From an optimization exercise on the open Yosys and OpenROAD flow, aimed at a short achievable clock period and few clock cycles; shortcuts taken in it are not production practice. RTL that was checked went through simulation tests only; none was proved equivalent to the original. Function not checked in run 6: the RTL went through the layout flow alone. No activity file was given, so power comes from the tool's default toggle rates.

## flow/flow/run.sh

```bash
#!/bin/bash
# The standard layout (bash standard.sh), with extra make settings from
# flow/args.txt: a setup margin that makes repair_timing work below the
# clock period, and the like. Each tool's output goes to its log under orfs/logs;
# make's own output goes to standard_flow.log.
set -euo pipefail
mapfile -t ARGS < <(grep -v '^#' flow/args.txt | grep -v '^$')
bash standard.sh "${ARGS[@]}" finish > standard_flow.log 2>&1
```

## flow/flow/args.txt

```
SETUP_SLACK_MARGIN=6.5
ADDER_MAP_FILE=
```

## flow/standard.sh

```bash
#!/bin/bash
# synth_recipe.tcl (not shown) runs the flow's synth.tcl, then flattens the netlist and writes it again
# the make line also repeats each setting of config.mk as NAME=value (left out here)
make -C /OpenROAD-flow-scripts/flow DESIGN_CONFIG=/design/flow/config.mk WORK_HOME=/design/flow/orfs CLKGATE_MAP_FILE= SYNTH_SCRIPT=/design/flow/synth_recipe.tcl "${@:-finish}"
```

## flow/config.mk

```make
export PLATFORM = sky130hd
export DESIGN_NAME = mario_cpu
export DESIGN_NICKNAME = mario_cpu
export VERILOG_FILES = /design/flow/design.v
export SDC_FILE = /design/flow/constraint.sdc
export NUM_CORES = 4
export LEC_CHECK = 0
export CAP_MARGIN = 20
export CORE_MARGIN = 2
export CORE_UTILIZATION = 40
export SLEW_MARGIN = 20
export SYNTH_HIERARCHICAL = 1
export SYNTH_MINIMUM_KEEP_SIZE = 0
export TNS_END_PERCENT = 100
```

## flow/constraint.sdc

```tcl
create_clock -name core_clock -period 9.0 [get_ports {clock}]
set_input_delay 1.8000 -clock core_clock [delete_from_list [all_inputs] [get_ports {clock}]]
set_output_delay 1.8000 -clock core_clock [all_outputs]
set_load 0.01 [all_outputs]
```

## flow/design.v

```verilog
module ks_pg (input a, b, output gn, pn, x);
assign gn = ~(a & b);
assign pn = ~(a | b);
assign x  = a ^ b;
endmodule
module ks_nt (input gh, ph, gl, pl, output gn, pn);
assign gn = ~(gh | (ph & gl));
assign pn = ~(ph & pl);
endmodule
module ks_ni (input ghn, phn, gln, pln, output g, p);
assign g = ~(ghn & (phn | gln));
assign p = ~(phn | pln);
endmodule
module ks_inv (input a, output y);
assign y = ~a;
endmodule
module ks_xor (input a, b, output y);
assign y = a ^ b;
endmodule
module alu_add (
	input  [15:0] a, b,
	input         ci,
	output [15:0] s,
	output        co
);
wire [16:0] g0n, p0n;    
wire [15:0] x;
genvar i;
assign g0n[0] = ~ci;
assign p0n[0] = 1'b1;     
generate
	for (i = 0; i < 16; i = i + 1) begin : pg
		ks_pg u (.a(a[i]), .b(b[i]), .gn(g0n[i+1]), .pn(p0n[i+1]), .x(x[i]));
	end
endgenerate
wire [16:0] g1, p1;
generate
	for (i = 0; i < 17; i = i + 1) begin : l1
		if (i >= 1) begin : n
			ks_ni u (.ghn(g0n[i]), .phn(p0n[i]), .gln(g0n[i-1]), .pln(p0n[i-1]), .g(g1[i]), .p(p1[i]));
		end else begin : t
			ks_inv ug (.a(g0n[i]), .y(g1[i]));
			assign p1[i] = 1'b0;
		end
	end
endgenerate
wire [16:0] g2n, p2n;
generate
	for (i = 0; i < 17; i = i + 1) begin : l2
		if (i >= 2) begin : n
			ks_nt u (.gh(g1[i]), .ph(p1[i]), .gl(g1[i-2]), .pl(p1[i-2]), .gn(g2n[i]), .pn(p2n[i]));
		end else begin : t
			ks_inv ug (.a(g1[i]), .y(g2n[i]));
			ks_inv up (.a(p1[i]), .y(p2n[i]));
		end
	end
endgenerate
wire [16:0] g3, p3;
generate
	for (i = 0; i < 17; i = i + 1) begin : l3
		if (i >= 4) begin : n
			ks_ni u (.ghn(g2n[i]), .phn(p2n[i]), .gln(g2n[i-4]), .pln(p2n[i-4]), .g(g3[i]), .p(p3[i]));
		end else begin : t
			ks_inv ug (.a(g2n[i]), .y(g3[i]));
			ks_inv up (.a(p2n[i]), .y(p3[i]));
		end
	end
endgenerate
wire [16:0] g4n, p4n;
generate
	for (i = 0; i < 17; i = i + 1) begin : l4
		if (i >= 8) begin : n
			ks_nt u (.gh(g3[i]), .ph(p3[i]), .gl(g3[i-8]), .pl(p3[i-8]), .gn(g4n[i]), .pn(p4n[i]));
		end else begin : t
			ks_inv ug (.a(g3[i]), .y(g4n[i]));
			ks_inv up (.a(p3[i]), .y(p4n[i]));
		end
	end
endgenerate
wire [16:0] g5;
generate
	for (i = 0; i < 17; i = i + 1) begin : l5
		if (i >= 16) begin : n
			wire unused_p;
			ks_ni u (.ghn(g4n[i]), .phn(p4n[i]), .gln(g4n[i-16]), .pln(p4n[i-16]), .g(g5[i]), .p(unused_p));
		end else begin : t
			ks_inv ug (.a(g4n[i]), .y(g5[i]));
		end
	end
endgenerate
generate
	for (i = 0; i < 16; i = i + 1) begin : sum
		ks_xor u (.a(x[i]), .b(g5[i]), .y(s[i]));
	end
endgenerate
assign co = g5[16];
endmodule
module rf_read (
	input  [255:0] rf,
	input  [3:0]   sel,
	output [15:0]  q
);
assign q = rf[16*sel +: 16];
endmodule
module mux16 (
	input  [15:0] a, b,
	input         s,
	output [15:0] y
);
assign y = s ? a : b;
endmodule
module xmux16 (
	input  [15:0] a, b,
	input         s, inv,
	output [15:0] y
);
assign y = s ? (a ^ {16{inv}}) : b;
endmodule
module mario_cpu (
	input clock, reset,
	input up_button, down_button, left_button, right_button,
	input [15:0] mem_rdata,
	output [15:0] mem_addr,
	output [15:0] mem_wdata,
	output mem_we
);
reg [15:0] MA;            
reg        MAd;           
reg        WE;            
reg [15:0] WD;            
reg        vD;            
reg [15:0] pcD;           
reg [15:0] LFA;           
reg        vE;            
reg [15:0] pcE, pcE1;     
reg [7:0]  dispE;         
reg [15:0] A, B;          
reg [3:0]  Bs;            
reg [15:0] AD;            
reg        fA, fB, fS;    
reg        fAn, fBn;      
reg [15:0] RES, RESB;     
reg        RESv;          
reg [3:0]  RESd;
reg [3:0]  dE;            
reg [15:0] csel;          
reg        predE;         
reg        predD;         
reg        LBv;           
reg [15:0] LBpc, LBtgt;
reg [4:0]  FL;            
reg        ci;            
reg        ld1, ld2;      
reg [3:0]  ld1d, ld2d;
reg        hzE;           
reg [255:0] rf;
reg isLD, isST, isJ, isBR, isWAIT, isB1, isB2, isALU;
reg o_add, o_sub, o_cin, o_cmp, o_cmpu, o_and, o_or, o_xor, o_lsh, o_rsh, o_bad;
reg f_zf;
assign mem_addr  = MA;
assign mem_we    = WE;
assign mem_wdata = WD;
wire cond = |(csel & {1'b0, 1'b1, FL[0] | FL[1], ~FL[0] & ~FL[1], FL[3] | FL[1], ~FL[3] & ~FL[1],
                      ~FL[2], FL[2], ~FL[0], FL[0], ~FL[3], FL[3], ~FL[4], FL[4], ~FL[1], FL[1]});
wire exe    = vE & ~hzE;
wire [15:0] BTE = pcE + {{8{dispE[7]}}, dispE};
wire br_tk  = isBR & cond;
wire br_fix = exe & (br_tk ^ predE);
wire j_tk   = exe & isJ & cond;
wire e_rep  = vE & (hzE | isWAIT);      
wire e_redir = br_fix | j_tk | e_rep;
wire memE   = exe & (isLD | isST);
wire early  = e_redir | memE;
wire [15:0] early_val = (j_tk | memE) ? ADe : e_rep ? pcE : br_tk ? BTE : pcE1;
wire [15:0] Ae  = {fAn ? A[15:8] : RES[15:8], fA ? RES[7:0] : A[7:0]};
wire [15:0] Be  = {fBn ? B[15:8] : RESB[15:8], fB ? RESB[7:0] : B[7:0]};
wire [3:0]  Bse = fB ? RES[3:0] : Bs;
wire [15:0] ADe = fS ? RES : AD;
wire [15:0] S16;
wire [16:0] S;
alu_add add (.a(Ae), .b(Be), .ci(ci), .s(S16), .co(S[16]));
assign S[15:0] = S16;
wire [15:0] sp = Ae ^ Be;
wire [15:0] st = Ae | Be;
wire zero = &(sp ~^ {st[14:0], ci});
wire shbig = |Be[15:4];
wire ovf  = (Ae[15] == Be[15]) & (S16[15] != Ae[15]);
wire lt   = o_cmpu ? ~S[16] : (S16[15] ^ ovf);
wire [15:0] shl = shbig ? 16'd0 : Ae << Bse;
wire [15:0] shr = shbig ? 16'd0 : Ae >> Bse;
wire [15:0] res =
	({16{o_add | o_sub}} & S16) |
	({16{o_cmp | o_cmpu}} & Ae) |
	({16{o_and}} & (Ae & Be)) |
	({16{o_or}}  & (Ae | Be)) |
	({16{o_xor}} & (Ae ^ Be)) |
	({16{o_lsh}} & shl) |
	({16{o_rsh}} & shr) |
	({16{isB1}}  & {14'd0, ~up_button, ~down_button}) |
	({16{isB2}}  & {~left_button, {15{~right_button}}});
wire [4:0] fl_new = o_bad ? 5'b11111 :
	{o_sub & ~S[16],
	 (o_cmp | o_cmpu) & lt,
	 f_zf & ovf,
	 (f_zf | o_cmp | o_cmpu) & zero,
	 (o_cmp | o_cmpu) & ~lt & ~zero};
wire wr_e = exe & (isALU | isB1 | isB2);
wire [15:0] w = mem_rdata;
wire [3:0] op = w[15:12], ext = w[7:4], wd = w[11:8], ws = w[3:0];
wire n_isLD = (op == 4'h4) & (ext == 4'h0);
wire n_isST = (op == 4'h4) & (ext == 4'h4);
wire n_isJ  = (op == 4'h4) & (ext == 4'hC);
wire n_isBR = (op == 4'hC);
wire n_isWAIT = (op == 4'h0) & (ext == 4'h0);
wire n_isB1 = (op == 4'h0) & (ext == 4'h4);
wire n_isB2 = (op == 4'h0) & (ext == 4'h8);
wire n_isALU = ~(n_isLD | n_isST | n_isJ | n_isBR | n_isWAIT | n_isB1 | n_isB2);
wire r0 = (op == 4'h0);
wire [3:0] key = r0 ? ext : op;
wire kok = ~r0 ? ((op != 4'h4) & (op != 4'h8) & (op != 4'hC) & (op != 4'hD) & (op != 4'hE)) : 1'b1;
wire n_add  = kok & ((key == 4'h5) | (key == 4'h6) | (key == 4'h7));
wire n_sub  = kok & ((key == 4'h9) | (key == 4'hA));
wire n_cin  = kok & ((key == 4'h7) | (key == 4'hA));
wire n_cmp  = kok & (key == 4'hB);
wire n_cmpu = kok & (key == 4'hF);
wire n_and  = kok & (key == 4'h1);
wire n_or   = kok & (key == 4'h2);
wire n_xor  = kok & (key == 4'h3);
wire n_sh   = (op == 4'h8) & ~ext[3];
wire n_lsh  = n_sh & ~ext[0];
wire n_rsh  = n_sh & ext[0];
wire n_bad  = n_isALU & ~(n_add | n_sub | n_cmp | n_cmpu | n_and | n_or | n_xor | n_sh);
wire n_zf   = kok & ((key == 4'h5) | (key == 4'h7) | (key == 4'h9) | (key == 4'hA));
wire imm8   = op[1] | op[0];
wire imm4   = (op == 4'h8) & (ext[3:2] == 2'b00);
wire n_mem  = n_isLD | n_isST;
wire d_ok = vD & ~e_redir;                         
wire ldE  = exe & isLD;
wire use_d = ~(n_isBR | n_isJ | n_isWAIT | n_isLD);
wire use_s = ~(n_isBR | n_isWAIT | n_isB1 | n_isB2 | imm8 | imm4);
wire hz   = (ldE & ((use_d & (wd == dE)) | (use_s & (ws == dE)))) |
            (ld1 & ((use_d & (wd == ld1d)) | (use_s & (ws == ld1d))));
wire [15:0] rd_d, rd_s;
rf_read read_d (.rf(rf), .sel(wd), .q(rd_d));
rf_read read_s (.rf(rf), .sel(ws), .q(rd_s));
wire rf_d = ~(RESv & (RESd == wd));
wire rf_s = ~(RESv & (RESd == ws));
wire [15:0] va, vs;
mux16 sel_a (.a(rd_d), .b(RES), .s(rf_d), .y(va));
mux16 sel_s (.a(rd_s), .b(RES), .s(rf_s), .y(vs));
wire fw_d = wr_e & (dE == wd);
wire fw_s = wr_e & (dE == ws);
wire [15:0] vb = imm8 ? {8'd0, w[7:0]} : imm4 ? {12'd0, ws} : vs;
wire inv_b = r0 ? ((ext == 4'h9) | (ext == 4'hA) | (ext == 4'hB) | (ext == 4'hF))
                : ((op == 4'h9) | (op == 4'hA) | (op == 4'hB) | (op == 4'hF));
wire [15:0] b_other = (imm8 ? {8'd0, w[7:0]} : imm4 ? {12'd0, ws} : RES) ^ {16{inv_b}};
wire b_rd = ~imm8 & ~imm4 & rf_s;
wire [15:0] b_n;
xmux16 sel_b (.a(rd_s), .b(b_other), .s(b_rd), .inv(inv_b), .y(b_n));
wire c4 = (exe & isALU) ? fl_new[4] : FL[4];
wire ci_n = inv_b ? ~(n_cin & c4) : (n_cin & c4);
wire hit = LBv & (LFA == LBpc);
wire [15:0] seq = hit ? LBtgt : LFA + 16'd1;
wire [15:0] ma_n = early ? early_val : seq;
wire vd_n = ~MAd & ~e_redir;
always @(posedge clock, negedge reset) begin
	if (!reset) begin
		MA <= 16'd0; LFA <= 16'd0; MAd <= 1'b0; WE <= 1'b0; WD <= 16'd0; hzE <= 1'b0; vD <= 1'b0; pcD <= 16'd0;
		vE <= 1'b0; pcE <= 16'd0; pcE1 <= 16'd0; dispE <= 8'd0;
		A <= 16'd0; B <= 16'd0; fA <= 1'b0; fB <= 1'b0; fAn <= 1'b1; fBn <= 1'b1; fS <= 1'b0; RES <= 16'd0; RESB <= 16'd0; RESv <= 1'b0; RESd <= 4'd0; Bs <= 4'd0; AD <= 16'd0; dE <= 4'd0; csel <= 16'd0; predE <= 1'b0; predD <= 1'b0; LBv <= 1'b0; LBpc <= 16'd0; LBtgt <= 16'd0;
		FL <= 5'd0; ci <= 1'b0; ld1 <= 1'b0; ld1d <= 4'd0; ld2 <= 1'b0; ld2d <= 4'd0;
		isLD <= 1'b0; isST <= 1'b0; isJ <= 1'b0; isBR <= 1'b0; isWAIT <= 1'b0;
		isB1 <= 1'b0; isB2 <= 1'b0; isALU <= 1'b0;
		o_add <= 1'b0; o_sub <= 1'b0; o_cin <= 1'b0; o_cmp <= 1'b0; o_cmpu <= 1'b0;
		o_and <= 1'b0; o_or <= 1'b0; o_xor <= 1'b0; o_lsh <= 1'b0; o_rsh <= 1'b0; o_bad <= 1'b0;
		f_zf <= 1'b0;
	end else begin
		MA <= ma_n;
		if (!memE) LFA <= ma_n;
		MAd <= memE;
		WE <= memE & isST;
		WD <= Ae;
		vD <= vd_n;
		pcD <= MA;
		ld1 <= ldE;
		ld1d <= dE;
		ld2 <= ld1;
		ld2d <= ld1d;
		if (exe & isALU) FL <= fl_new;
		vE <= d_ok;
		hzE <= hz;
		pcE <= pcD;
		pcE1 <= pcD + 16'd1;
		dispE <= w[7:0];
		A <= va;
		B <= b_n;
		fA <= fw_d;
		fB <= fw_s & ~(imm8 | imm4);
		fAn <= ~fw_d;
		fBn <= ~(fw_s & ~(imm8 | imm4));
		fS <= fw_s;
		RES <= res;
		RESB <= res ^ {16{inv_b}};
		RESv <= wr_e;
		RESd <= dE;
		Bs <= vb[3:0];
		AD <= vs;
		ci <= ci_n;
		dE <= wd;
		csel <= 16'd1 << wd;
		predD <= hit;
		predE <= predD;
		if (exe & br_tk & dispE[7]) begin
			LBv <= 1'b1;
			LBpc <= pcE;
			LBtgt <= BTE;
		end
		isLD <= n_isLD; isST <= n_isST; isJ <= n_isJ; isBR <= n_isBR; isWAIT <= n_isWAIT;
		isB1 <= n_isB1; isB2 <= n_isB2; isALU <= n_isALU;
		o_add <= n_add; o_sub <= n_sub; o_cin <= n_cin; o_cmp <= n_cmp; o_cmpu <= n_cmpu;
		o_and <= n_and; o_or <= n_or; o_xor <= n_xor; o_lsh <= n_lsh; o_rsh <= n_rsh; o_bad <= n_bad;
		f_zf <= n_zf;
	end
end
genvar g;
generate
	for (g = 0; g < 16; g = g + 1) begin : regs
		always @(posedge clock, negedge reset) begin
			if (!reset) rf[16*g +: 16] <= 16'd0;
			else if (RESv & (RESd == g)) rf[16*g +: 16] <= RES;
			else if (ld2 & (ld2d == g)) rf[16*g +: 16] <= mem_rdata;
		end
	end
endgenerate
endmodule
```

==> impl_summary.log, run 1 <==
INFO  metric crit_path_cell_chain = buf_16 > buf_16 > mux4_2 > a22oi_2 > nand2_2 > mux2_4 > mux2_4
INFO  metric postPlaceCellArea = 0.0347 mm2
INFO  metric layoutNonFillerInstCount = 4,684
INFO  metric ys.warnings.count = 7
INFO  metric die_h = 291 um
INFO  metric timing_hold_violations_final = 0
INFO  metric grt_antenna_before_repair = 3
INFO  metric r2r.worst_path.cells = 14
INFO  metric critPathTopFamily = multiplexers
INFO  metric numCtsBuffers = 61
INFO  metric flop_to_flop_setup_slack = 5.94 ns
INFO  metric powerDensity = 283 mW/mm2
INFO  metric required = 9.52 ns
INFO  metric hp-start = MA[8]
INFO  metric floorplan.die.width = 291 um
INFO  metric synthToLayoutAreaGrowth = 32.3%
INFO  metric timing.hold.worst_endpoint = pcD[8]
INFO  metric vias = 28,600
INFO  metric seq_power_share = 34.2%
INFO  metric setup.worst_path.start_class = input pin
INFO  metric place.gp.congestion = 0.952
INFO  metric criticalPathCategory = input pin to flop
INFO  metric power_frac_comb = 43.7%
INFO  metric globalRoute.totalOverflow = 0
INFO  metric finish.instance_area = 0.0435 mm2
INFO  metric synthesis.area_per_instance = 9.98 um2
INFO  metric number_of_placed_cells_counting_well_taps = 4,214
INFO  metric power.share.switching = 39.3%
INFO  metric detailed_place_hpwl = 68,900 um
INFO  metric design.die.area = 0.0845 mm2
INFO  metric worst_setup_path_end_kind = flop
INFO  metric layout.core_utilization = 53.2%
INFO  metric ir_worst_vdd = 0.000178 V
INFO  metric power.switching = 4.84 mW
INFO  metric max_incr_delay_on_cp = 0.51 ns
INFO  metric first_global_vias = 27,600
INFO  metric maxCapViolations = 0
INFO  metric clock_power_share = 22.1%
INFO  metric p_int = 7.48 mW
INFO  metric run_status = complete, no violations
INFO  metric r2r-start = fA
INFO  metric clkLatencyLatePin = 0.69 ns
INFO  metric cts_tree = yes
INFO  metric timing.setup.tns = 0 ns
INFO  metric ports_placed_on_the_boundary = 55
INFO  metric final_layout_size_suffix_gt1_share = 36.7%
INFO  metric layout_common_cells = sky130_fd_sc_hd__dfrtp_1, sky130_fd_sc_hd__nor2_1, sky130_fd_sc_hd__mux2i_1
INFO  metric fmaxAchievable = 317 MHz
INFO  metric route.detailed.drc = 0
INFO  metric postSynthNetCount = 3,315
INFO  metric cp_data_arrival_time = 3.67 ns
INFO  metric final_routed_wirelength_across_all_metal_layers = 125,000 um
INFO  metric initial_util = 40.2%
INFO  metric grt_start_max_net_pins = 126
INFO  metric final-setup-viol-count = 0
INFO  metric ctsHtreeMaxLevel = 2
INFO  metric leakage = 18.2 nW
INFO  metric crit_buf_inv = 2
INFO  metric drt-wirelength-per-cell = 26.6 um
INFO  metric finalCriticalPeriod = 3.15 ns
INFO  metric path_clk_slew = 0.06 ns
INFO  metric layout.cells.most_common = sky130_fd_sc_hd__dfrtp_1
INFO  metric hold_buffers_post_cts = 0
INFO  metric drt.antenna.violating_nets = 0
INFO  metric final-max-slew-violation-count = 0
INFO  metric ctsRootBufferMaster = sky130_fd_sc_hd__clkbuf_16
INFO  metric worstReg2RegEnd = RES[15]
INFO  metric first_iter_violations = 3,268
INFO  metric routed_via_density = 6.11
INFO  metric final_nets = 3,587
INFO  metric num_rows = 105
INFO  metric floorplan.core_area = 0.0817 mm2
INFO  metric groute.usage.overall = 28.6%
INFO  metric clock-sinks = 544
INFO  metric hold_path.class = flop to flop
INFO  metric final.period_utilization = 35.0%
INFO  metric final.fill_count = 6,937
INFO  metric grt_first_pass_wirelength = 183,000 um
INFO  metric max_slew_margin = 35.3%
INFO  metric syn_inst_count = 3,293
INFO  metric syn_area = 0.0329 mm2
INFO  metric min_delay_path_depth = 0
INFO  metric cts.path.max_buffers = 3
INFO  metric portBuffers = 54
INFO  metric drtPass1Iterations = 6
INFO  metric grt_setup_unrepaired = true
INFO  metric crit_path_max_fanout = 7
INFO  metric timing.clock.skew = 0.0602 ns
INFO  metric cp_slowest_cell = sky130_fd_sc_hd__mux4_2
INFO  metric tightest_slew = 0.969 ns
per-stage QoR:
stage                     setup WS, ns  hold WS (ns)  total power [mW]
after CTS                         5.88         0.369              11.8
after global placement            4.11         0.336              8.09
after floorplan                   5.55         0.331              6.86
after global routing              5.85         0.378              12.9
after detailed placement          4.10         0.358              8.15
final                             5.85         0.366              12.3
per-layer routing:
layer	part of all wire [%]	GRT usage [%]	vias to the layer above
met5	0.018	0	-
met4	6.6	16.1	4
met3	9.0	5.71	412
met2	45	43.8	1615
met1	39	38.0	14300
li1	-	-	12300
power by group through the flow:
stage	logic (mW)	registers [mW]	clock network, mW
3_3_place_gp	3.92	4.17	0
6_report	5.38	4.21	2.73
3_5_place_dp	3.96	4.19	0
4_1_cts	4.86	4.15	2.75
5_1_grt	5.72	4.30	2.86
2_1_floorplan	3.06	3.79	0
cell type report:
type	instances	area (um2)	area share [%]
multi-input combinational	2378	20200	46.5
sequential	544	13700	31.4
timing repair buffer	483	5550	12.8
clock buffer	86	1820	4.19
tap	1070	1340	3.08
inverter	97	480	1.10
clock inverter	25	389	0.895
antenna	1	2.50	0.00575
worst max-delay path by stage:
stage	startpoint	end	slack (ns)	cells past startpoint
after floorplan	mem_rdata[0]	Bs[0]	5.55	7
after global placement	mem_rdata[6]	B[3]	4.11	7
final	mem_rdata[0]	Bs[1]	5.85	7
after CTS	mem_rdata[0]	Bs[1]	5.88	7
after global routing	fAn	RESB[15]	5.85	14
after detailed placement	mem_rdata[6]	B[14]	4.10	7
repair_timing:
item | in CTS | in global routing
buffers inserted | 233 | 79
gates cloned | 44 | 2
pin swaps | 112 | 129
setup endpoints to repair | 427 | 366
resized for setup | 701 | 217
flip-flops by register name, indices dropped and copies added (netlist names), 5 cells and up:
| signal | count |
|---|---|
| pcE | 16 |
| MA | 16 |
| LBpc | 16 |
| pcE1 | 16 |
| RESB | 16 |
| LBtgt | 16 |
| A | 16 |
| csel | 15 |
| FL | 5 |
| B | 16 |
| WD | 16 |
| LFA | 16 |
| pcD | 16 |
| rf | 256 |
| AD | 16 |
| dispE | 8 |
| RES | 16 |
Testbench counts, summed over its fixed seeds: cycles 55,691.
==> inputs of run 2 (changes only) <==
--- a/flow/design.v
+++ b/flow/design.v
@@ -21,4 +21,4 @@
 	input  [15:0] a, b,
-	input         ci,
-	output [15:0] s,
+	input         ci, inv,
+	output [15:0] s, sn,
 	output        co
@@ -90,2 +90,3 @@
 endgenerate
+wire [15:0] xn;
 generate
@@ -93,2 +94,4 @@
 		ks_xor u (.a(x[i]), .b(g5[i]), .y(s[i]));
+		ks_xor ui (.a(x[i]), .b(inv), .y(xn[i]));
+		ks_xor un (.a(xn[i]), .b(g5[i]), .y(sn[i]));
 	end
@@ -97,2 +100,16 @@
 endmodule
+module opmux (
+	input  [15:0] r, q,
+	input         s_lo, s_hi_n,
+	output [15:0] y
+);
+assign y = {s_hi_n ? q[15:8] : r[15:8], s_lo ? r[7:0] : q[7:0]};
+endmodule
+module dec_inv (
+	input  [3:0] op, ext,
+	output       inv
+);
+wire [3:0] k = (op == 4'h0) ? ext : op;
+assign inv = (k == 4'h9) | (k == 4'hA) | (k == 4'hB) | (k == 4'hF);
+endmodule
 module rf_read (
@@ -159,2 +176,3 @@
 reg f_zf;
+reg o_as;                 
 assign mem_addr  = MA;
@@ -174,9 +192,12 @@
 wire [15:0] early_val = (j_tk | memE) ? ADe : e_rep ? pcE : br_tk ? BTE : pcE1;
-wire [15:0] Ae  = {fAn ? A[15:8] : RES[15:8], fA ? RES[7:0] : A[7:0]};
-wire [15:0] Be  = {fBn ? B[15:8] : RESB[15:8], fB ? RESB[7:0] : B[7:0]};
+wire [15:0] Ae, Be, Aa, Ba;
+opmux op_a  (.r(RES),  .q(A), .s_lo(fA), .s_hi_n(fAn), .y(Ae));
+opmux op_b  (.r(RESB), .q(B), .s_lo(fB), .s_hi_n(fBn), .y(Be));
+opmux op_aa (.r(RES),  .q(A), .s_lo(fA), .s_hi_n(fAn), .y(Aa));
+opmux op_ba (.r(RESB), .q(B), .s_lo(fB), .s_hi_n(fBn), .y(Ba));
 wire [3:0]  Bse = fB ? RES[3:0] : Bs;
 wire [15:0] ADe = fS ? RES : AD;
-wire [15:0] S16;
+wire [15:0] S16, S16n;
 wire [16:0] S;
-alu_add add (.a(Ae), .b(Be), .ci(ci), .s(S16), .co(S[16]));
+alu_add add (.a(Aa), .b(Ba), .ci(ci), .inv(inv_b1), .s(S16), .sn(S16n), .co(S[16]));
 assign S[15:0] = S16;
@@ -190,4 +211,3 @@
 wire [15:0] shr = shbig ? 16'd0 : Ae >> Bse;
-wire [15:0] res =
-	({16{o_add | o_sub}} & S16) |
+wire [15:0] res_o =
 	({16{o_cmp | o_cmpu}} & Ae) |
@@ -200,2 +220,5 @@
 	({16{isB2}}  & {~left_button, {15{~right_button}}});
+wire [15:0] res, resb;
+mux16 res_m  (.a(S16),  .b(res_o), .s(o_as), .y(res));
+mux16 resb_m (.a(S16n), .b(res_o ^ {16{inv_b1}}), .s(o_as), .y(resb));
 wire [4:0] fl_new = o_bad ? 5'b11111 :
@@ -253,4 +276,6 @@
 wire [15:0] vb = imm8 ? {8'd0, w[7:0]} : imm4 ? {12'd0, ws} : vs;
-wire inv_b = r0 ? ((ext == 4'h9) | (ext == 4'hA) | (ext == 4'hB) | (ext == 4'hF))
-                : ((op == 4'h9) | (op == 4'hA) | (op == 4'hB) | (op == 4'hF));
+wire inv_b, inv_b1, inv_b2;
+dec_inv dinv0 (.op(op), .ext(ext), .inv(inv_b));
+dec_inv dinv1 (.op(op), .ext(ext), .inv(inv_b1));
+dec_inv dinv2 (.op(op), .ext(ext), .inv(inv_b2));
 wire [15:0] b_other = (imm8 ? {8'd0, w[7:0]} : imm4 ? {12'd0, ws} : RES) ^ {16{inv_b}};
@@ -258,3 +283,3 @@
 wire [15:0] b_n;
-xmux16 sel_b (.a(rd_s), .b(b_other), .s(b_rd), .inv(inv_b), .y(b_n));
+xmux16 sel_b (.a(rd_s), .b(b_other), .s(b_rd), .inv(inv_b2), .y(b_n));
 wire c4 = (exe & isALU) ? fl_new[4] : FL[4];
@@ -275,3 +300,3 @@
 		o_and <= 1'b0; o_or <= 1'b0; o_xor <= 1'b0; o_lsh <= 1'b0; o_rsh <= 1'b0; o_bad <= 1'b0;
-		f_zf <= 1'b0;
+		f_zf <= 1'b0; o_as <= 1'b0;
 	end else begin
@@ -302,3 +327,3 @@
 		RES <= res;
-		RESB <= res ^ {16{inv_b}};
+		RESB <= resb;
 		RESv <= wr_e;
@@ -322,2 +347,3 @@
 		f_zf <= n_zf;
+		o_as <= n_add | n_sub;
 	end
--- a/flow/config.mk
+++ b/flow/config.mk
@@ -9,3 +9,3 @@
 export CORE_MARGIN = 2
-export CORE_UTILIZATION = 40
+export CORE_UTILIZATION = 60
 export SLEW_MARGIN = 20
==> run 2 against run 1 <==
Net effect:
- count of clock-buffer cells in the layout down 4
- still clean
- non-clock buffer count grew 42
- synthesized cell count rose by 3.1%
- design area increased by 2.9%
- hold slack lost 0.016 ns
- critical path depth rose by 3
- die area fell by 30%
- sequential power is 1% higher
- critical endpoint is now RESB[9]
- total power is 1.2% higher
- via count rose by 8.3%
- utilization rose by 26 points
- synthesized area grew 5.1%
==> impl_summary.log, run 2 <==
INFO  metric clock-sinks = 544 (unchanged)
INFO  metric ys.warnings.count = 7 (unchanged)
INFO  metric design.die.area = 0.0595 mm2 (-30%)
INFO  metric groute.usage.overall = 44.1% (+16 points)
INFO  metric synthesis.area_per_instance = 10.2 um2 (+2.0%)
INFO  metric place.gp.congestion = 0.946 (-0.63%)
INFO  metric initial_util = 61.0% (+21 points)
INFO  metric final_routed_wirelength_across_all_metal_layers = 135,000 um (+8.6%)
INFO  metric route.detailed.drc = 0 (unchanged)
INFO  metric final_nets = 3,714 (+3.5%)
INFO  metric globalRoute.totalOverflow = 0 (unchanged)
INFO  metric hold_path.class = flop to flop
INFO  metric numCtsBuffers = 59 (-3.3%)
INFO  metric crit_path_max_fanout = 8 (+1)
INFO  metric cts.path.max_buffers = 3 (unchanged)
INFO  metric topRoutingLayerUsed = met5
INFO  metric fmaxAchievable = 318 MHz (+0.30%)
INFO  metric drt-wirelength-per-cell = 30.1 um (+13%)
INFO  metric ports_placed_on_the_boundary = 55 (unchanged)
INFO  metric leakage = 19.2 nW (+5.4%)
INFO  metric cp_data_arrival_time = 3.65 ns (-0.02 ns)
INFO  metric grt_antenna_before_repair = 4 (+1)
INFO  metric max_ffs_per_register = 256 (unchanged)
INFO  metric timing_hold_violations_final = 0 (unchanged)
INFO  metric grt_first_pass_wirelength = 195,000 um (+6.9%)
INFO  metric diode_insertion_count_for_antenna_repair = 0 (-1)
INFO  metric layout.cells.most_common = sky130_fd_sc_hd__dfrtp_1
INFO  metric routed-wl-met3 = 16,100 um (+43%)
INFO  metric met1Wirelength = 48,400 um (-1.3%)
INFO  metric grt_start_max_net_pins = 183 (+45%)
INFO  metric r2r.worst_path.cells = 10 (-4)
INFO  metric synthToLayoutAreaGrowth = 29.6%
INFO  metric flop_to_flop_setup_slack = 5.89 ns (-0.05 ns)
INFO  metric drtPass1Iterations = 8 (+2)
INFO  metric clkLatencyLatePin = 0.66 ns (-0.03 ns)
INFO  metric timing.hold.worst_endpoint = predE
INFO  metric min_delay_path_depth = 0 (unchanged)
INFO  metric criticalPathCategory = input pin to flop
INFO  metric worst_setup_path_end_kind = flop
INFO  metric floorplan.core_area = 0.0566 mm2 (-31%)
INFO  metric register_name_with_the_most_flops = rf
INFO  metric ir_worst_vdd = 0.000194 V (+8.8%)
INFO  metric syn_inst_count = 3,394 (+3.1%)
INFO  metric floorplan.die.width = 244 um (-16%)
INFO  metric ctsRootBufferMaster = sky130_fd_sc_hd__clkbuf_16
INFO  metric powerDensity = 279 mW/mm2 (-1.6%)
INFO  metric run_status = complete, no violations
INFO  metric layout_common_cells = sky130_fd_sc_hd__dfrtp_1, sky130_fd_sc_hd__nor2_1, sky130_fd_sc_hd__buf_4
INFO  metric final_layout_size_suffix_gt1_share = 37.9% (+1.2 points)
INFO  metric ctsHtreeMaxLevel = 2 (unchanged)
INFO  metric num_rows = 87 (-17%)
INFO  metric path_clk_slew = 0.06 ns (about the same)
INFO  metric postPlaceCellArea = 0.0354 mm2 (+2.1%)
INFO  metric final.fill_count = 3,475 (-50%)
INFO  metric grt_setup_unrepaired = true
INFO  metric drt.antenna.violating_nets = 0 (unchanged)
INFO  metric finish.instance_area = 0.0448 mm2 (+2.9%)
INFO  metric postSynthNetCount = 3,416 (+3.0%)
INFO  metric first_iter_violations = 3,911 (+20%)
INFO  metric tightest_slew = 0.918 ns (-0.0508 ns)
INFO  metric r2r-start = fAn
INFO  metric cts_tree = yes
INFO  metric final.period_utilization = 34.9% (-0.11 points)
INFO  metric wl_met2 = 59,800 um (+6.8%)
INFO  metric finalCriticalPeriod = 3.14 ns (-0.00949 ns)
INFO  metric required = 9.51 ns (about the same)
INFO  metric vias = 31,000 (+8.3%)
INFO  metric maxCapViolations = 0 (unchanged)
INFO  metric worstReg2RegEnd = RESB[1]
INFO  metric setup.worst_path.start_class = input pin
INFO  metric timing.clock.skew = 0.0325 ns (-0.0277 ns)
INFO  metric portBuffers = 54 (unchanged)
INFO  metric hp-start = predD
INFO  metric timing.setup.tns = 0 ns (unchanged)
INFO  metric first_global_vias = 30,000 (+8.6%)
INFO  metric detailed_place_hpwl = 71,000 um (+3.0%)
INFO  metric routed_via_density = 6.90 (+13%)
INFO  metric syn_area = 0.0345 mm2 (+5.1%)
INFO  metric die_h = 244 um (-16%)
INFO  metric final-max-slew-violation-count = 0 (unchanged)
INFO  metric final-setup-viol-count = 0 (unchanged)
INFO  metric max_slew_margin = 38.8% (+3.5 points)
run 2: what timing repair did:
item,CTS,global route
cloned,59,6
setup endpoints to repair,511,470
setup buffers,257,90
hold buffers,0,0
resized for setup,702,187
pin swaps,148,105
run 2: per-layer routing:
metal,GRT usage [%],up-vias
met3,12.3,670
met2,66.2,2293
met1,56.1,15300
met5,0,-
met4,29.6,8
li1,-,12700
run 2: metrics by stage:
stage	worst slack, ns	hold slack (ns)	utilization, %	total power, mW	std cells
3_5_place_dp	4.01	0.335	62.5	8.51	3975
4_1_cts	5.95	0.349	76.2	11.9	4401
6_report	5.86	0.350	79.1	12.5	4497
5_1_grt	5.83	0.356	79.1	12.9	4497
3_3_place_gp	3.70	0.341	62.4	8.35	3971
2_1_floorplan	5.41	0.331	-	7.16	3394
run 2: critical path: stages:
cell,delay [ns]
sky130_fd_sc_hd__buf_12,0.10
sky130_fd_sc_hd__buf_12,0.12
sky130_fd_sc_hd__buf_4,0.12
sky130_fd_sc_hd__buf_6,0.11
sky130_fd_sc_hd__maj3_2,0.32
sky130_fd_sc_hd__a22o_4,0.27
sky130_fd_sc_hd__buf_12,0.16
sky130_fd_sc_hd__xor2_2,0.18
sky130_fd_sc_hd__xor2_1,0.18
sky130_fd_sc_hd__mux2_4,0.27
run 2: how the worst max path moves through the flow:
stage	endpoint	slack, ns	startpoint	depth (start not counted)
2_1_floorplan	B[4]	5.41	mem_rdata[12]	10
4_1_cts	Bs[1]	5.95	mem_rdata[0]	7
6_report	RESB[9]	5.86	mem_rdata[12]	10
5_1_grt	FL[0]	5.83	fAn	11
3_3_place_gp	B[5]	3.70	mem_rdata[3]	7
3_5_place_dp	Bs[1]	4.01	mem_rdata[0]	7
run 2: area by class of cell:
cell class / count / area (um2) / area share, %
clock buffers: 82 / 1680 / 3.76
clock inverters: 28 / 369 / 0.825
inverters: 58 / 234 / 0.523
multi-input cells: 2504 / 21700 / 48.4
flip-flops and latches: 544 / 13700 / 30.5
well taps: 756 / 946 / 2.11
repair buffers: 525 / 6180 / 13.8
run 2: power breakdown:
| part | leakage, nW | total, mW | internal [mW] | switching (mW) |
|---|---|---|---|---|
| clock | 1.01 | 2.60 | 1.51 | 1.09 |
| sequential | 6.53 | 4.27 | 3.32 | 0.954 |
| combinational | 11.7 | 5.59 | 2.64 | 2.95 |
| total | 19.2 | 12.5 | 7.47 | 5.00 |
Testbench counts of run 2, summed over its fixed seeds: cycles 55,691.
==> inputs of run 3 (changes only) <==
--- a/flow/config.mk
+++ b/flow/config.mk
@@ -9,3 +9,3 @@
 export CORE_MARGIN = 2
-export CORE_UTILIZATION = 60
+export CORE_UTILIZATION = 50
 export SLEW_MARGIN = 20
==> run 3 against run 2 <==
Net effect:
- still clean on timing, DRC and antenna
- sequential share of layout area hardly changed
- utilization is 14 points lower
- synthesized area unchanged
- critical endpoint is now Bs[0]
- highest routed layer unchanged
==> impl_summary.log, run 3 <==
INFO  metric run_status = complete, no violations
INFO  metric drtPass1Iterations = 6 (-2)
INFO  metric hold_buffers_post_cts = 0 (unchanged)
INFO  metric max_incr_delay_on_cp = 0.52 ns (+0.20 ns)
INFO  metric gr-usage-met2 = 57.9% (-8.2 points)
INFO  metric clkLatencyLatePin = 0.67 ns (about the same)
INFO  metric fmaxAchievable = 321 MHz (+0.88%)
INFO  metric grt_setup_unrepaired = true
INFO  metric initial_util = 50.5% (-11 points)
INFO  metric max_slew_margin = 29.8% (-9.0 points)
INFO  metric num_rows = 96 (+10%)
INFO  metric globalRoute.totalOverflow = 0 (unchanged)
INFO  metric place.gp.congestion = 0.975 (+3.0%)
INFO  metric final-setup-viol-count = 0 (unchanged)
INFO  metric finalCriticalPeriod = 3.11 ns (-0.0274 ns)
INFO  metric detailed_place_hpwl = 72,100 um (+1.5%)
INFO  metric first_global_vias = 29,300 (-2.5%)
INFO  metric layoutNonFillerInstCount = 4,602 (+2.3%)
INFO  metric grt.met3_usage = 7.67% (-4.6 points)
INFO  metric cp_data_arrival_time = 3.67 ns (+0.02 ns)
INFO  metric first_iter_violations = 3,427 (-12%)
INFO  metric synthesis.area_per_instance = 10.2 um2 (unchanged)
INFO  metric grt_antenna_before_repair = 2 (-2)
INFO  metric powerDensity = 273 mW/mm2 (-1.9%)
INFO  metric cts_tree = yes
INFO  metric criticalPathCategory = input pin to flop
INFO  metric final_routed_wirelength_across_all_metal_layers = 134,000 um (-0.79%)
INFO  metric setup.worst_path.start_class = input pin
INFO  metric global_route.peak_usage_layer = met2
INFO  metric timing.setup.tns = 0 ns (unchanged)
INFO  metric tightest_slew = 1.04 ns (+0.125 ns)
INFO  metric leakage = 19.1 nW (-0.59%)
INFO  metric routed_via_density = 6.52 (-5.5%)
INFO  metric cts.path.max_buffers = 3 (unchanged)
INFO  metric grt_util_met1 = 48.0% (-8.1 points)
INFO  metric ir_worst_vdd = 0.000185 V (-4.7%)
INFO  metric ys.warnings.count = 7 (unchanged)
INFO  metric path_clk_slew = 0.06 ns (about the same)
INFO  metric number_of_placed_cells_counting_well_taps = 4,105 (+3.3%)
INFO  metric required = 9.55 ns (+0.04 ns)
INFO  metric groute.usage.overall = 36.9% (-7.2 points)
INFO  metric crit_path_cell_chain = buf_16 > buf_16 > mux4_2 > a22oi_2 > nand2_2 > mux2_4 > mux2_4
INFO  metric crit_path_max_fanout = 6 (-2)
INFO  metric floorplan.die.width = 267 um (+9.4%)
INFO  metric ctsHtreeMaxLevel = 2 (unchanged)
INFO  metric cp_slowest_cell = sky130_fd_sc_hd__mux4_2
INFO  metric register_name_with_the_most_flops = rf
INFO  metric layout_common_cells = sky130_fd_sc_hd__dfrtp_1, sky130_fd_sc_hd__nor2_1, sky130_fd_sc_hd__mux2i_1
INFO  metric grt_first_pass_wirelength = 194,000 um (-0.81%)
INFO  metric route.detailed.drc = 0 (unchanged)
INFO  metric drt-wirelength-per-cell = 29.2 um (-3.1%)
INFO  metric worst_setup_path_end_kind = flop
INFO  metric vias = 30,000 (-3.3%)
INFO  metric final_layout_size_suffix_gt1_share = 38.0% (+0.11 points)
INFO  metric final.period_utilization = 34.6% (-0.30 points)
INFO  metric ctsRootBufferMaster = sky130_fd_sc_hd__clkbuf_16
INFO  metric final_nets = 3,696 (-0.48%)
INFO  metric ports_placed_on_the_boundary = 55 (unchanged)
INFO  metric timing.clock.skew = 0.0462 ns (+0.0138 ns)
INFO  metric clock-sinks = 544 (unchanged)
INFO  metric drt.antenna.violating_nets = 0 (unchanged)
INFO  metric syn_inst_count = 3,394 (unchanged)
INFO  metric design.die.area = 0.0712 mm2 (+20%)
INFO  metric diode_insertion_count_for_antenna_repair = 0 (unchanged)
INFO  metric max_ffs_per_register = 256 (unchanged)
INFO  metric hold_path.class = flop to flop
INFO  metric syn_area = 0.0345 mm2 (unchanged)
INFO  metric synthToLayoutAreaGrowth = 29.4%
INFO  metric portBuffers = 54 (unchanged)
INFO  metric grt_start_max_net_pins = 147 (-20%)
INFO  metric numCtsBuffers = 60 (+1.7%)
INFO  metric layout.cells.most_common = sky130_fd_sc_hd__dfrtp_1
INFO  metric die_h = 267 um (+9.4%)
INFO  metric floorplan.core_area = 0.0685 mm2 (+21%)
INFO  metric timing_hold_violations_final = 0 (unchanged)
INFO  metric final-max-slew-violation-count = 0 (unchanged)
INFO  metric postSynthNetCount = 3,416 (unchanged)
INFO  metric maxCapViolations = 0 (unchanged)
run 3: cell types whose count changed in the layout (fill, tap and decap cells not counted), sizes merged, moves of 2 or more:
cell	change
nand2	-2
bufbuf	-3
buf	-15
clkinv	-3
clkbuf	+9
bufinv	-5
run 3: layout make-up:
type	instances	area (um2)
Timing Repair Buffer	510	6060
Fill cell	5158	23800
Clock inverter	20	229
Sequential cell	544	13700
Clock buffer	88	1750
Tap cell	882	1100
Multi-Input combinational cell	2500	21700
Inverter	58	234
run 3: per-layer routing:
| metal | up-vias | part of all wire, % |
|---|---|---|
| li1 | 12700 | - |
| met1 | 15000 | 38 |
| met4 | 4 | 6.7 |
| met2 | 1860 | 45 |
| met5 | - | 0.089 |
| met3 | 483 | 9.7 |
run 3: path summary, 6_finish.rpt:
check                        startpoint  endpoint  slack, ns  cells past startpoint
max                        mem_rdata[0]     Bs[0]       5.89                      7
min                               predD     predE       0.36                      0
max reg2reg                         fAn   RESB[1]       5.91                     10
min reg2reg                       predD     predE       0.36                      0
max in group asynchronous         reset    RES[4]       6.69                      3
min in group asynchronous         reset    pcD[8]       1.08                      1
run 3: report_power, final:
group | switching [mW] | leakage (nW) | internal [mW] | total [mW]
registers | 0.865 | 6.53 | 3.32 | 4.19
logic | 2.90 | 11.6 | 2.63 | 5.53
clock network | 1.09 | 0.962 | 1.41 | 2.50
run 3: per-stage QoR:
stage / setup WS [ns] / power [mW] / util (%) / hold slack [ns] / instance area (um2)
4_1_cts: 5.92 / 11.7 / 62.7 / 0.360 / 43000
3_3_place_gp: 3.94 / 8.35 / 51.9 / 0.348 / 35600
6_report: 5.89 / 12.2 / 65.3 / 0.360 / 44700
5_1_grt: 5.87 / 12.7 / 65.3 / 0.367 / 44700
2_1_floorplan: 5.41 / 7.16 / - / 0.331 / 35100
3_5_place_dp: 3.84 / 8.51 / 52.0 / 0.347 / 35600
run 3: what timing repair did:
item,in CTS,in global routing
setup endpoints to repair,514,353
setup buffers,237,91
pin swaps,160,118
gates resized for setup,717,188
gates cloned,56,5
run 3: critical path, delay by kind of cell:
kind | cells | cell delay (ns)
compound gates | 1 | 0.33
mux | 3 | 1.08
buf+inv | 2 | 0.30
simple gates | 1 | 0.15
==> inputs of run 4 (changes only) <==
--- a/flow/config.mk
+++ b/flow/config.mk
@@ -9,3 +9,3 @@
 export CORE_MARGIN = 2
-export CORE_UTILIZATION = 50
+export CORE_UTILIZATION = 40
 export SLEW_MARGIN = 20
==> run 4 against run 3 <==
Net effect:
- still clean on timing, DRC and antenna
- clock skew up 0.030 ns
- design area up 2.4%
- critical path depth up 2
- non-clock buffer count up 34
- utilization down 12 points
- via count up 0.17%
- sequential power about the same
- sequential share of layout area down 0.70 points
- register-to-register slack better by 0.02 ns
- maximum frequency up 1.5%
- synthesized cell count unchanged
- critical endpoint is now B[11]
- largest cell class unchanged
==> impl_summary.log, run 4 <==
INFO  metric fmaxAchievable = 326 MHz (+1.5%)
INFO  metric crit_path_max_fanout = 6 (unchanged)
INFO  metric floorplan.core_area = 0.0854 mm2 (+25%)
INFO  metric final.period_utilization = 34.1% (-0.50 points)
INFO  metric layout_common_cells = sky130_fd_sc_hd__dfrtp_1, sky130_fd_sc_hd__nor2_1, sky130_fd_sc_hd__mux2i_1
INFO  metric final-max-slew-violation-count = 0 (unchanged)
INFO  metric floorplan.die.width = 298 um (+12%)
INFO  metric ports_placed_on_the_boundary = 55 (unchanged)
INFO  metric routed_via_density = 6.13 (-5.9%)
INFO  metric initial_util = 40.4% (-10 points)
INFO  metric cts_tree = yes
INFO  metric detailed_place_hpwl = 70,500 um (-2.3%)
INFO  metric path_clk_slew = 0.07 ns (about the same)
INFO  metric grt_setup_unrepaired = true
INFO  metric timing.hold.ws = 0.362 ns (+0.00260 ns)
INFO  metric final_routed_wirelength_across_all_metal_layers = 134,000 um (about the same)
INFO  metric grt_start_max_net_pins = 143 (-2.7%)
INFO  metric diode_insertion_count_for_antenna_repair = 0 (unchanged)
INFO  metric numCtsBuffers = 60 (unchanged)
INFO  metric r2r.worst_path.cells = 12 (+2)
INFO  metric final.fill_count = 7,160 (+39%)
INFO  metric portBuffers = 54 (unchanged)
INFO  metric finalCriticalPeriod = 3.07 ns (-0.0448 ns)
INFO  metric ys.warnings.count = 7 (unchanged)
INFO  metric route.detailed.drc = 0 (unchanged)
INFO  metric grt_first_pass_wirelength = 192,000 um (-1.2%)
INFO  metric final_nets = 3,730 (+0.92%)
INFO  metric cp_data_arrival_time = 3.67 ns (about the same)
INFO  metric design.die.area = 0.0887 mm2 (+25%)
INFO  metric required = 9.61 ns (+0.06 ns)
INFO  metric layout.cells.most_common = sky130_fd_sc_hd__dfrtp_1
INFO  metric postSynthNetCount = 3,416 (unchanged)
INFO  metric hold_path.class = flop to flop
INFO  metric final_layout_size_suffix_gt1_share = 38.7% (+0.66 points)
INFO  metric first_global_vias = 29,000 (-1.1%)
INFO  metric grt_antenna_before_repair = 3 (+1)
INFO  metric clkLatencyLatePin = 0.70 ns (+0.03 ns)
INFO  metric max_slew_margin = 31.4% (+1.6 points)
INFO  metric timing.clock.skew = 0.0763 ns (+0.0301 ns)
INFO  metric final-setup-viol-count = 0 (unchanged)
INFO  metric cts.path.max_buffers = 3 (unchanged)
INFO  metric drt.antenna.violating_nets = 0 (unchanged)
INFO  metric hold_buffers_post_cts = 0 (unchanged)
INFO  metric timing_hold_violations_final = 0 (unchanged)
INFO  metric clock-sinks = 544 (unchanged)
INFO  metric drt-wirelength-per-cell = 27.4 um (-6.2%)
INFO  metric die_h = 298 um (+12%)
INFO  metric criticalPathCategory = input pin to flop
INFO  metric vias = 30,000 (+0.17%)
INFO  metric setup.worst_path.start_class = input pin
INFO  metric powerDensity = 273 mW/mm2 (-0.26%)
INFO  metric first_iter_violations = 3,476 (+1.4%)
INFO  metric ctsRootBufferMaster = sky130_fd_sc_hd__clkbuf_16
INFO  metric leakage = 19.4 nW (+1.8%)
INFO  metric globalRoute.totalOverflow = 0 (unchanged)
INFO  metric min_delay_path_depth = 0 (unchanged)
INFO  metric syn_area = 0.0345 mm2 (unchanged)
INFO  metric worst_setup_path_end_kind = flop
INFO  metric syn_inst_count = 3,394 (unchanged)
INFO  metric synthesis.area_per_instance = 10.2 um2 (unchanged)
INFO  metric num_rows = 107 (+11%)
INFO  metric maxCapViolations = 0 (unchanged)
INFO  metric timing.setup.tns = 0 ns (unchanged)
INFO  metric ir_worst_vdd = 0.000192 V (+3.8%)
INFO  metric place.gp.congestion = 0.922 (-5.4%)
INFO  metric register_name_with_the_most_flops = rf
INFO  metric ctsHtreeMaxLevel = 2 (unchanged)
INFO  metric drtPass1Iterations = 6 (unchanged)
INFO  metric groute.usage.overall = 28.7% (-8.2 points)
INFO  metric tightest_slew = 1.03 ns (-0.0150 ns)
INFO  metric max_ffs_per_register = 256 (unchanged)
INFO  metric run_status = complete, no violations
INFO  metric synthToLayoutAreaGrowth = 32.5%
[run 4: final timing paths]
path / from / slack [ns] / to
worst max-delay path: mem_rdata[0] / 5.93 / B[11]
worst min-delay path: predD / 0.36 / predE
worst max register to register: fB / 5.93 / FL[0]
worst min register to register: predD / 0.36 / predE
max in group asynchronous: reset / 6.71 / rf[181]
min in group asynchronous: reset / 1.08 / rf[82]
[run 4: layer usage]
metal / track usage [%] / wire, um / share of wire [%] / vias to the layer above
met5: 0 / 13 / 0.0097 / -
met4: 15.9 / 9220 / 6.9 / 2
met3: 6.19 / 13200 / 9.8 / 505
met2: 44.9 / 60600 / 45 / 1852
met1: 37.1 / 51100 / 38 / 14900
li1: - / - / - / 12800
[run 4: critical path, stage by stage]
cell                      delay [ns]
sky130_fd_sc_hd__buf_16         0.13
sky130_fd_sc_hd__buf_4          0.13
sky130_fd_sc_hd__buf_12         0.10
sky130_fd_sc_hd__buf_16         0.13
sky130_fd_sc_hd__mux4_2         0.52
sky130_fd_sc_hd__a22oi_2        0.28
sky130_fd_sc_hd__nand2_4        0.16
sky130_fd_sc_hd__xnor2_1        0.16
sky130_fd_sc_hd__a21oi_1        0.24
[run 4: layout make-up]
class                           count  area (um2)  area share (%)
Clock buffer                       86        1670            3.65
Clock inverter                     25         394           0.861
Inverter                           58         234           0.511
Multi-Input combinational cell   2500       21700            47.5
Sequential cell                   544       13700            29.9
Tap cell                         1144        1430            3.13
Timing Repair Buffer              544        6630            14.5
[run 4: metrics by stage]
stage | instance area, um2 | power, mW | utilization [%] | cells | setup slack [ns]
global route | 45800 | 13.0 | 53.6 | 4901 | 5.87
global placement | 35900 | 8.42 | 42.0 | 4363 | 3.85
finish | 45800 | 12.5 | 53.6 | 4901 | 5.93
CTS | 44000 | 11.9 | 51.5 | 4809 | 5.95
floorplan | 35100 | 7.16 | - | 3394 | 5.41
detailed placement | 35900 | 8.50 | 42.0 | 4363 | 3.80
[run 4: where the power goes]
group	total (mW)	switching [mW]	internal, mW
Sequential	4.17	0.849	3.32
Combinational	5.68	2.95	2.73
Clock	2.62	1.12	1.50
Total	12.5	4.92	7.55
[run 4: timing repair]
item,in CTS,in global routing
resized for setup,814,197
setup endpoints to repair,652,320
setup buffers,277,84
pin swaps,194,128
cloned,58,8
==> inputs of run 5 (changes only) <==
==> flow/flow/args.txt (replaced) <==
SETUP_SLACK_MARGIN=7.5
ADDER_MAP_FILE=
==> run 5 against run 4 <==
Net effect:
- register-to-register slack about the same
- count of clock-buffer cells in the layout up 4
- routed wire length up 18%
- still clean on timing, DRC and antenna
- combinational power up 6.5%
- sequential cell count unchanged
- critical path type unchanged
- cell count up 4.4%
- largest cell class unchanged
- clock skew down 0.030 ns
- utilization up 6.0 points
- sequential share of layout area down 3.0 points
- global-route usage up 3.1 points
==> impl_summary.log, run 5 <==
INFO  metric run_status = complete, no violations
INFO  metric layoutNonFillerInstCount = 5,116 (+4.4%)
INFO  metric numCtsBuffers = 67 (+12%)
INFO  metric grt_antenna_before_repair = 2 (-1)
INFO  metric hold_buffers_post_cts = 0 (unchanged)
INFO  metric ctsRootBufferMaster = sky130_fd_sc_hd__clkbuf_16
INFO  metric cp_data_arrival_time = 3.74 ns (+0.07 ns)
INFO  metric grt_first_pass_wirelength = 211,000 um (+10%)
INFO  metric groute.usage.overall = 31.8% (+3.1 points)
INFO  metric timing_hold_violations_final = 0 (unchanged)
INFO  metric drt-wirelength-per-cell = 30.9 um (+13%)
INFO  metric final.period_utilization = 35.4% (+1.3 points)
INFO  metric final.fill_count = 6,402 (-11%)
INFO  metric floorplan.die.width = 298 um (unchanged)
INFO  metric register_name_with_the_most_flops = rf
INFO  metric number_of_placed_cells_counting_well_taps = 4,366 (+0.069%)
INFO  metric path_clk_slew = 0.06 ns (about the same)
INFO  metric synthToLayoutAreaGrowth = 47.3%
INFO  metric portBuffers = 54 (unchanged)
INFO  metric leakage = 21.8 nW (+12%)
INFO  metric num_rows = 107 (unchanged)
INFO  metric drtPass1Iterations = 9 (+3)
INFO  metric design.die.area = 0.0887 mm2 (unchanged)
INFO  metric clock-sinks = 544 (unchanged)
INFO  metric initial_util = 40.4% (unchanged)
INFO  metric detailedPlace.worstSlack = 4.24 ns (+0.446 ns)
INFO  metric vias = 33,200 (+11%)
INFO  metric ir_worst_vdd = 0.000153 V (-20%)
INFO  metric hold_path.class = flop to flop
INFO  metric ctsHtreeMaxLevel = 3 (+1)
INFO  metric floorplan.core_area = 0.0854 mm2 (unchanged)
INFO  metric syn_inst_count = 3,394 (unchanged)
INFO  metric cts.path.max_buffers = 3 (unchanged)
INFO  metric grt_setup_unrepaired = true
INFO  metric required = 9.55 ns (-0.06 ns)
INFO  metric die_h = 298 um (unchanged)
INFO  metric cts_tree = yes
INFO  metric finalCriticalPeriod = 3.19 ns (+0.117 ns)
INFO  metric postPlaceCellArea = 0.0364 mm2 (+1.3%)
INFO  metric routed_via_density = 6.49 (+5.9%)
INFO  metric flop_to_flop_setup_slack = 5.92 ns (about the same)
INFO  metric max_incr_delay_on_cp = 0.52 ns (about the same)
INFO  metric layout_common_cells = sky130_fd_sc_hd__dfrtp_1, sky130_fd_sc_hd__nor2_1, sky130_fd_sc_hd__buf_4
INFO  metric first_iter_violations = 4,551 (+31%)
INFO  metric postSynthNetCount = 3,416 (unchanged)
INFO  metric final_routed_wirelength_across_all_metal_layers = 158,000 um (+18%)
INFO  metric final_layout_size_suffix_gt1_share = 44.9% (+6.1 points)
INFO  metric drt.antenna.violating_nets = 0 (unchanged)
INFO  metric ports_placed_on_the_boundary = 55 (unchanged)
INFO  metric finish.instance_area = 0.0509 mm2 (+11%)
INFO  metric layout.cells.most_common = sky130_fd_sc_hd__dfrtp_1
INFO  metric crit_path_cell_chain = buf_12 > buf_12 > or2_4 > or4b_4 > nor2_4 > nor2_4 > clkbuf_16 > mux2i_2 > xnor2_1 > nor2_1 > a21oi_1
INFO  metric crit_path_max_fanout = 7 (+1)
INFO  metric final-setup-viol-count = 0 (unchanged)
INFO  metric powerDensity = 259 mW/mm2 (-4.8%)
INFO  metric ys.warnings.count = 7 (unchanged)
INFO  metric route.detailed.drc = 0 (unchanged)
INFO  metric clkLatencyLatePin = 0.67 ns (-0.03 ns)
INFO  metric max_ffs_per_register = 256 (unchanged)
INFO  metric tightest_slew = 1.05 ns (+0.0171 ns)
INFO  metric worst_setup_path_end_kind = flop
INFO  metric syn_area = 0.0345 mm2 (unchanged)
INFO  metric final-max-slew-violation-count = 0 (unchanged)
INFO  metric fmaxAchievable = 314 MHz (-3.7%)
INFO  metric finalWorstSetupSlack = 5.81 ns (-0.117 ns)
INFO  metric detailed_place_hpwl = 72,200 um (+2.4%)
INFO  metric synthesis.area_per_instance = 10.2 um2 (unchanged)
INFO  metric final_nets = 3,941 (+5.7%)
INFO  metric grt_start_max_net_pins = 45 (-69%)
INFO  metric timing.setup.tns = 0 ns (unchanged)
INFO  metric max_slew_margin = 30.3% (-1.1 points)
INFO  metric setup.worst_path.start_class = input pin
INFO  metric place.gp.congestion = 0.934 (+1.3%)
INFO  metric timing.clock.skew = 0.0464 ns (-0.0299 ns)
INFO  metric cp_slowest_cell = sky130_fd_sc_hd__or4b_4
INFO  metric first_global_vias = 30,900 (+6.8%)
INFO  metric globalRoute.totalOverflow = 0 (unchanged)
INFO  metric maxCapViolations = 0 (unchanged)
INFO  metric criticalPathCategory = input pin to flop
-- run 5: per-stage QoR --
| step | total power [mW] | utilization [%] | hold slack [ns] |
|---|---|---|---|
| final | 13.2 | 59.5 | 0.363 |
| after global routing | 13.6 | 59.5 | 0.376 |
| after CTS | 12.3 | 55.2 | 0.348 |
| after detailed placement | 8.61 | 42.6 | 0.335 |
| after global placement | 8.52 | 42.6 | 0.337 |
| after floorplan | 7.28 | - | 0.331 |
-- run 5: worst paths after layout --
kind                                from        to  cells past startpoint
setup / recovery           mem_rdata[12]      B[3]                     11
max in group asynchronous          reset   RES[13]                      5
hold / removal                     MA[2]    pcD[2]                      0
min in group asynchronous          reset  LBpc[13]                      1
hold reg to reg                    MA[2]    pcD[2]                      0
setup reg to reg                     fAn   RESB[1]                     10
-- run 5: worst max-delay path: cells and delay by family --
family / cells / cell delay [ns]
XOR/XNOR: 1 / 0.14
AND/OR/NAND/NOR: 5 / 1.05
AO/OA/AOI/OAI: 1 / 0.14
multiplexers: 1 / 0.20
buffers and inverters: 3 / 0.41
-- run 5: cell type report --
class | instances | area (um2) | area share, %
multi-input combinational | 2505 | 22700 | 44.6
clock buffer | 90 | 1840 | 3.62
timing repair buffer | 743 | 10500 | 20.7
clock inverter | 31 | 439 | 0.863
antenna | 1 | 2.50 | 0.00492
inverter | 58 | 263 | 0.517
sequential | 544 | 13700 | 26.9
tap | 1144 | 1430 | 2.81
-- run 5: per-layer routing --
layer	vias to the layer above	GRT usage (%)	wire, um
li1	13300	-	-
met2	2702	48.7	67600
met1	16300	40.6	56000
met3	879	8.29	20300
met5	-	0	105
met4	6	18.6	14000
-- run 5: report_power, final --
| group | total [mW] | internal, mW | switching (mW) |
|---|---|---|---|
| clock | 2.88 | 1.66 | 1.21 |
| sequential | 4.27 | 3.32 | 0.947 |
| combinational | 6.05 | 2.91 | 3.13 |
| total | 13.2 | 7.90 | 5.29 |
-- run 5: timing repair --
item,CTS,global route
pin swaps,233,172
gates cloned,106,55
buffers inserted,334,133
resized for setup,974,337
setup endpoints to repair,1063,816
==> inputs of run 6 (changes only) <==
--- a/flow/design.v
+++ b/flow/design.v
@@ -294,3 +294,3 @@
 		vE <= 1'b0; pcE <= 16'd0; pcE1 <= 16'd0; dispE <= 8'd0;
-		A <= 16'd0; B <= 16'd0; fA <= 1'b0; fB <= 1'b0; fAn <= 1'b1; fBn <= 1'b1; fS <= 1'b0; RES <= 16'd0; RESB <= 16'd0; RESv <= 1'b0; RESd <= 4'd0; Bs <= 4'd0; AD <= 16'd0; dE <= 4'd0; csel <= 16'd0; predE <= 1'b0; predD <= 1'b0; LBv <= 1'b0; LBpc <= 16'd0; LBtgt <= 16'd0;
+		A <= 16'd0; B <= 16'd0; fA <= 1'b0; fB <= 1'b0; fAn <= 1'b0; fBn <= 1'b0; fS <= 1'b0; RES <= 16'd0; RESB <= 16'd0; RESv <= 1'b0; RESd <= 4'd0; Bs <= 4'd0; AD <= 16'd0; dE <= 4'd0; csel <= 16'd0; predE <= 1'b0; predD <= 1'b0; LBv <= 1'b0; LBpc <= 16'd0; LBtgt <= 16'd0;
 		FL <= 5'd0; ci <= 1'b0; ld1 <= 1'b0; ld1d <= 4'd0; ld2 <= 1'b0; ld2d <= 4'd0;
==> flow/flow/args.txt (replaced) <==
SETUP_SLACK_MARGIN=6.5
ADDER_MAP_FILE=
==> run 6 against run 5 <==
Net effect:
- still clean
- via count down 10%
- sequential power fell by 2%
- synthesized cell count unchanged
- global-route usage fell by 2.5 points
- worst setup slack better by 0.052 ns
- combinational power shrank 5.8%
- clock power shrank 5%
- sequential cell count unchanged
- maximum frequency grew 1.7%
- critical path depth shrank 3
- design area fell by 10%
- clock skew shrank 0.023 ns
==> impl_summary.log, run 6 <==
INFO  metric path_clk_slew = 0.07 ns (about the same)
INFO  metric clock-sinks = 544 (unchanged)
INFO  metric floorplan.core_area = 0.0854 mm2 (unchanged)
INFO  metric final_layout_size_suffix_gt1_share = 38.7% (-6.2 points)
INFO  metric power = 12.6 mW (-4.2%)
INFO  metric syn_area = 0.0345 mm2 (about the same)
INFO  metric ctsHtreeMaxLevel = 2 (-1)
INFO  metric hold_buffers_post_cts = 0 (unchanged)
INFO  metric finish.instance_area = 0.0457 mm2 (-10%)
INFO  metric required = 9.53 ns (-0.02 ns)
INFO  metric cp_slowest_cell = sky130_fd_sc_hd__mux4_2
INFO  metric postSynthNetCount = 3,416 (unchanged)
INFO  metric clkLatencyLatePin = 0.66 ns (about the same)
INFO  metric ctsRootBufferMaster = sky130_fd_sc_hd__clkbuf_16
INFO  metric ports_placed_on_the_boundary = 55 (unchanged)
INFO  metric route.detailed.drc = 0 (unchanged)
INFO  metric final_nets = 3,699 (-6.1%)
INFO  metric tightest_slew = 1.08 ns (+0.0318 ns)
INFO  metric worst_setup_path_end_kind = flop
INFO  metric place.gp.congestion = 0.922 (-1.3%)
INFO  metric clock_power_share = 21.8% (about the same)
INFO  metric number_of_placed_cells_counting_well_taps = 4,366 (unchanged)
INFO  metric postPlaceCellArea = 0.0359 mm2 (-1.3%)
INFO  metric drtPass1Iterations = 5 (-4)
INFO  metric timing_hold_violations_final = 0 (unchanged)
INFO  metric drt.antenna.violating_nets = 0 (unchanged)
INFO  metric ir_worst_vdd = 0.000166 V (+8.2%)
INFO  metric cp_data_arrival_time = 3.66 ns (-0.08 ns)
INFO  metric power.switching = 4.95 mW (-6.6%)
INFO  metric setup.worst_path.start_class = input pin
INFO  metric power_frac_comb = 45.1% (-0.7 points)
INFO  metric seq_power_share = 33.1% (+0.8 points)
INFO  metric initial_util = 40.4% (about the same)
INFO  metric die_h = 298 um (about the same)
INFO  metric crit_path_cell_chain = buf_16 > buf_16 > buf_12 > mux4_2 > a22oi_1 > nand2_2 > mux2_4 > mux2_4
INFO  metric grt_setup_unrepaired = true
INFO  metric max_incr_delay_on_cp = 0.49 ns (-0.03 ns)
INFO  metric final.period_utilization = 34.8% (-0.57 points)
INFO  metric run_status = complete, no violations
INFO  metric detailed_place_hpwl = 70,900 um (-1.8%)
INFO  metric layout_common_cells = sky130_fd_sc_hd__dfrtp_1, sky130_fd_sc_hd__nor2_1, sky130_fd_sc_hd__mux2i_1
INFO  metric portBuffers = 54 (unchanged)
INFO  metric numCtsBuffers = 60 (-10%)
INFO  metric routed_via_density = 6.11 (-5.8%)
INFO  metric criticalPathCategory = input pin to flop
INFO  metric syn_inst_count = 3,394 (unchanged)
INFO  metric grt_start_max_net_pins = 124 (+180%)
INFO  metric synthesis.area_per_instance = 10.2 um2 (about the same)
INFO  metric ys.warnings.count = 7 (unchanged)
INFO  metric grt_antenna_before_repair = 4 (+2)
INFO  metric final.fill_count = 7,129 (+11%)
INFO  metric crit_path_max_fanout = 6 (-1)
INFO  metric hold_path.class = flop to flop
INFO  metric first_iter_violations = 3,283 (-28%)
INFO  metric fmaxAchievable = 319 MHz (+1.7%)
INFO  metric leakage = 19.3 nW (-11%)
INFO  metric layout.area.seq = 0.0137 mm2 (about the same)
INFO  metric globalRoute.totalOverflow = 0 (unchanged)
INFO  metric max_ffs_per_register = 256 (unchanged)
INFO  metric drt-wirelength-per-cell = 27.5 um (-11%)
INFO  metric timing.clock.skew = 0.0238 ns (-0.0226 ns)
INFO  metric final_routed_wirelength_across_all_metal_layers = 134,000 um (-15%)
INFO  metric num_rows = 107 (unchanged)
INFO  metric vias = 29,800 (-10%)
INFO  metric max_slew_margin = 28.2% (-2.1 points)
INFO  metric design.die.area = 0.0887 mm2 (about the same)
INFO  metric powerDensity = 277 mW/mm2 (+6.6%)
INFO  metric synthToLayoutAreaGrowth = 32.3%
INFO  metric final-max-slew-violation-count = 0 (unchanged)
INFO  metric finalCriticalPeriod = 3.13 ns (-0.0517 ns)
INFO  metric multiInputGateArea = 0.0219 mm2 (-3.5%)
[run 6: stage by stage]
step                setup slack [ns]  hold slack (ns)
detailed placement              3.89            0.335
finish                          5.87            0.350
CTS                             5.92            0.350
global placement                3.90            0.335
floorplan                       5.41            0.331
global route                    5.88            0.356
[run 6: repair_timing]
item | CTS | global route
buffers inserted | 259 | 66
pin swaps | 150 | 140
setup endpoints to repair | 508 | 358
cloned | 64 | 4
resized for setup | 767 | 235
[run 6: path summary, 6_finish.rpt]
check | start | slack, ns | cells after the start | to
worst max-delay path | mem_rdata[0] | 5.87 | 8 | Bs[2]
worst min-delay path | predD | 0.35 | 0 | predE
worst max register to register | fA | 5.97 | 15 | FL[0]
worst min register to register | predD | 0.35 | 0 | predE
max in group asynchronous | reset | 6.79 | 2 | pcD[0]
min in group asynchronous | reset | 1.08 | 1 | rf[104]
[run 6: layer usage]
layer / part of all wire [%] / vias to the layer above / routed length (um) / global-route usage (%)
met5: 0.063 / - / 84 / 0.433
met4: 6.8 / 6 / 9130 / 16.2
met3: 9.7 / 488 / 13000 / 6.72
met2: 45 / 1711 / 60000 / 45.3
met1: 39 / 14900 / 51900 / 37.9
li1: - / 12700 / - / -
[run 6: power groups by stage]
stage / registers, mW / logic [mW] / clock network (mW)
finish: 4.18 / 5.70 / 2.75
global route: 4.27 / 6.02 / 2.87
CTS: 4.13 / 5.19 / 2.76
detailed placement: 4.16 / 4.35 / 0
global placement: 4.13 / 4.29 / 0
floorplan: 3.80 / 3.34 / 0
[run 6: critical path, delay by kind of cell]
family / cells / cell delay (ns)
simple gates: 1 / 0.16
mux: 3 / 1.05
buf+inv: 3 / 0.40
compound gates: 1 / 0.23
[run 6: cell type report]
cell class | count | area share (%)
diodes | 1 | 0.00548
clock buffers | 79 | 3.69
clock inverters | 31 | 1.08
inverters | 58 | 0.512
multi-input cells | 2504 | 48.0
flip-flops and latches | 544 | 29.9
well taps | 1144 | 3.13
repair buffers | 509 | 13.7

Check on run 6: ideal ports give 5.866 ns setup slack; a clkbuf_16 on the clock port and buf_2 on the inputs give 5.793 ns; moving port delays by the midpoint clock arrival (0.716 ns) as well gives 5.078 ns.
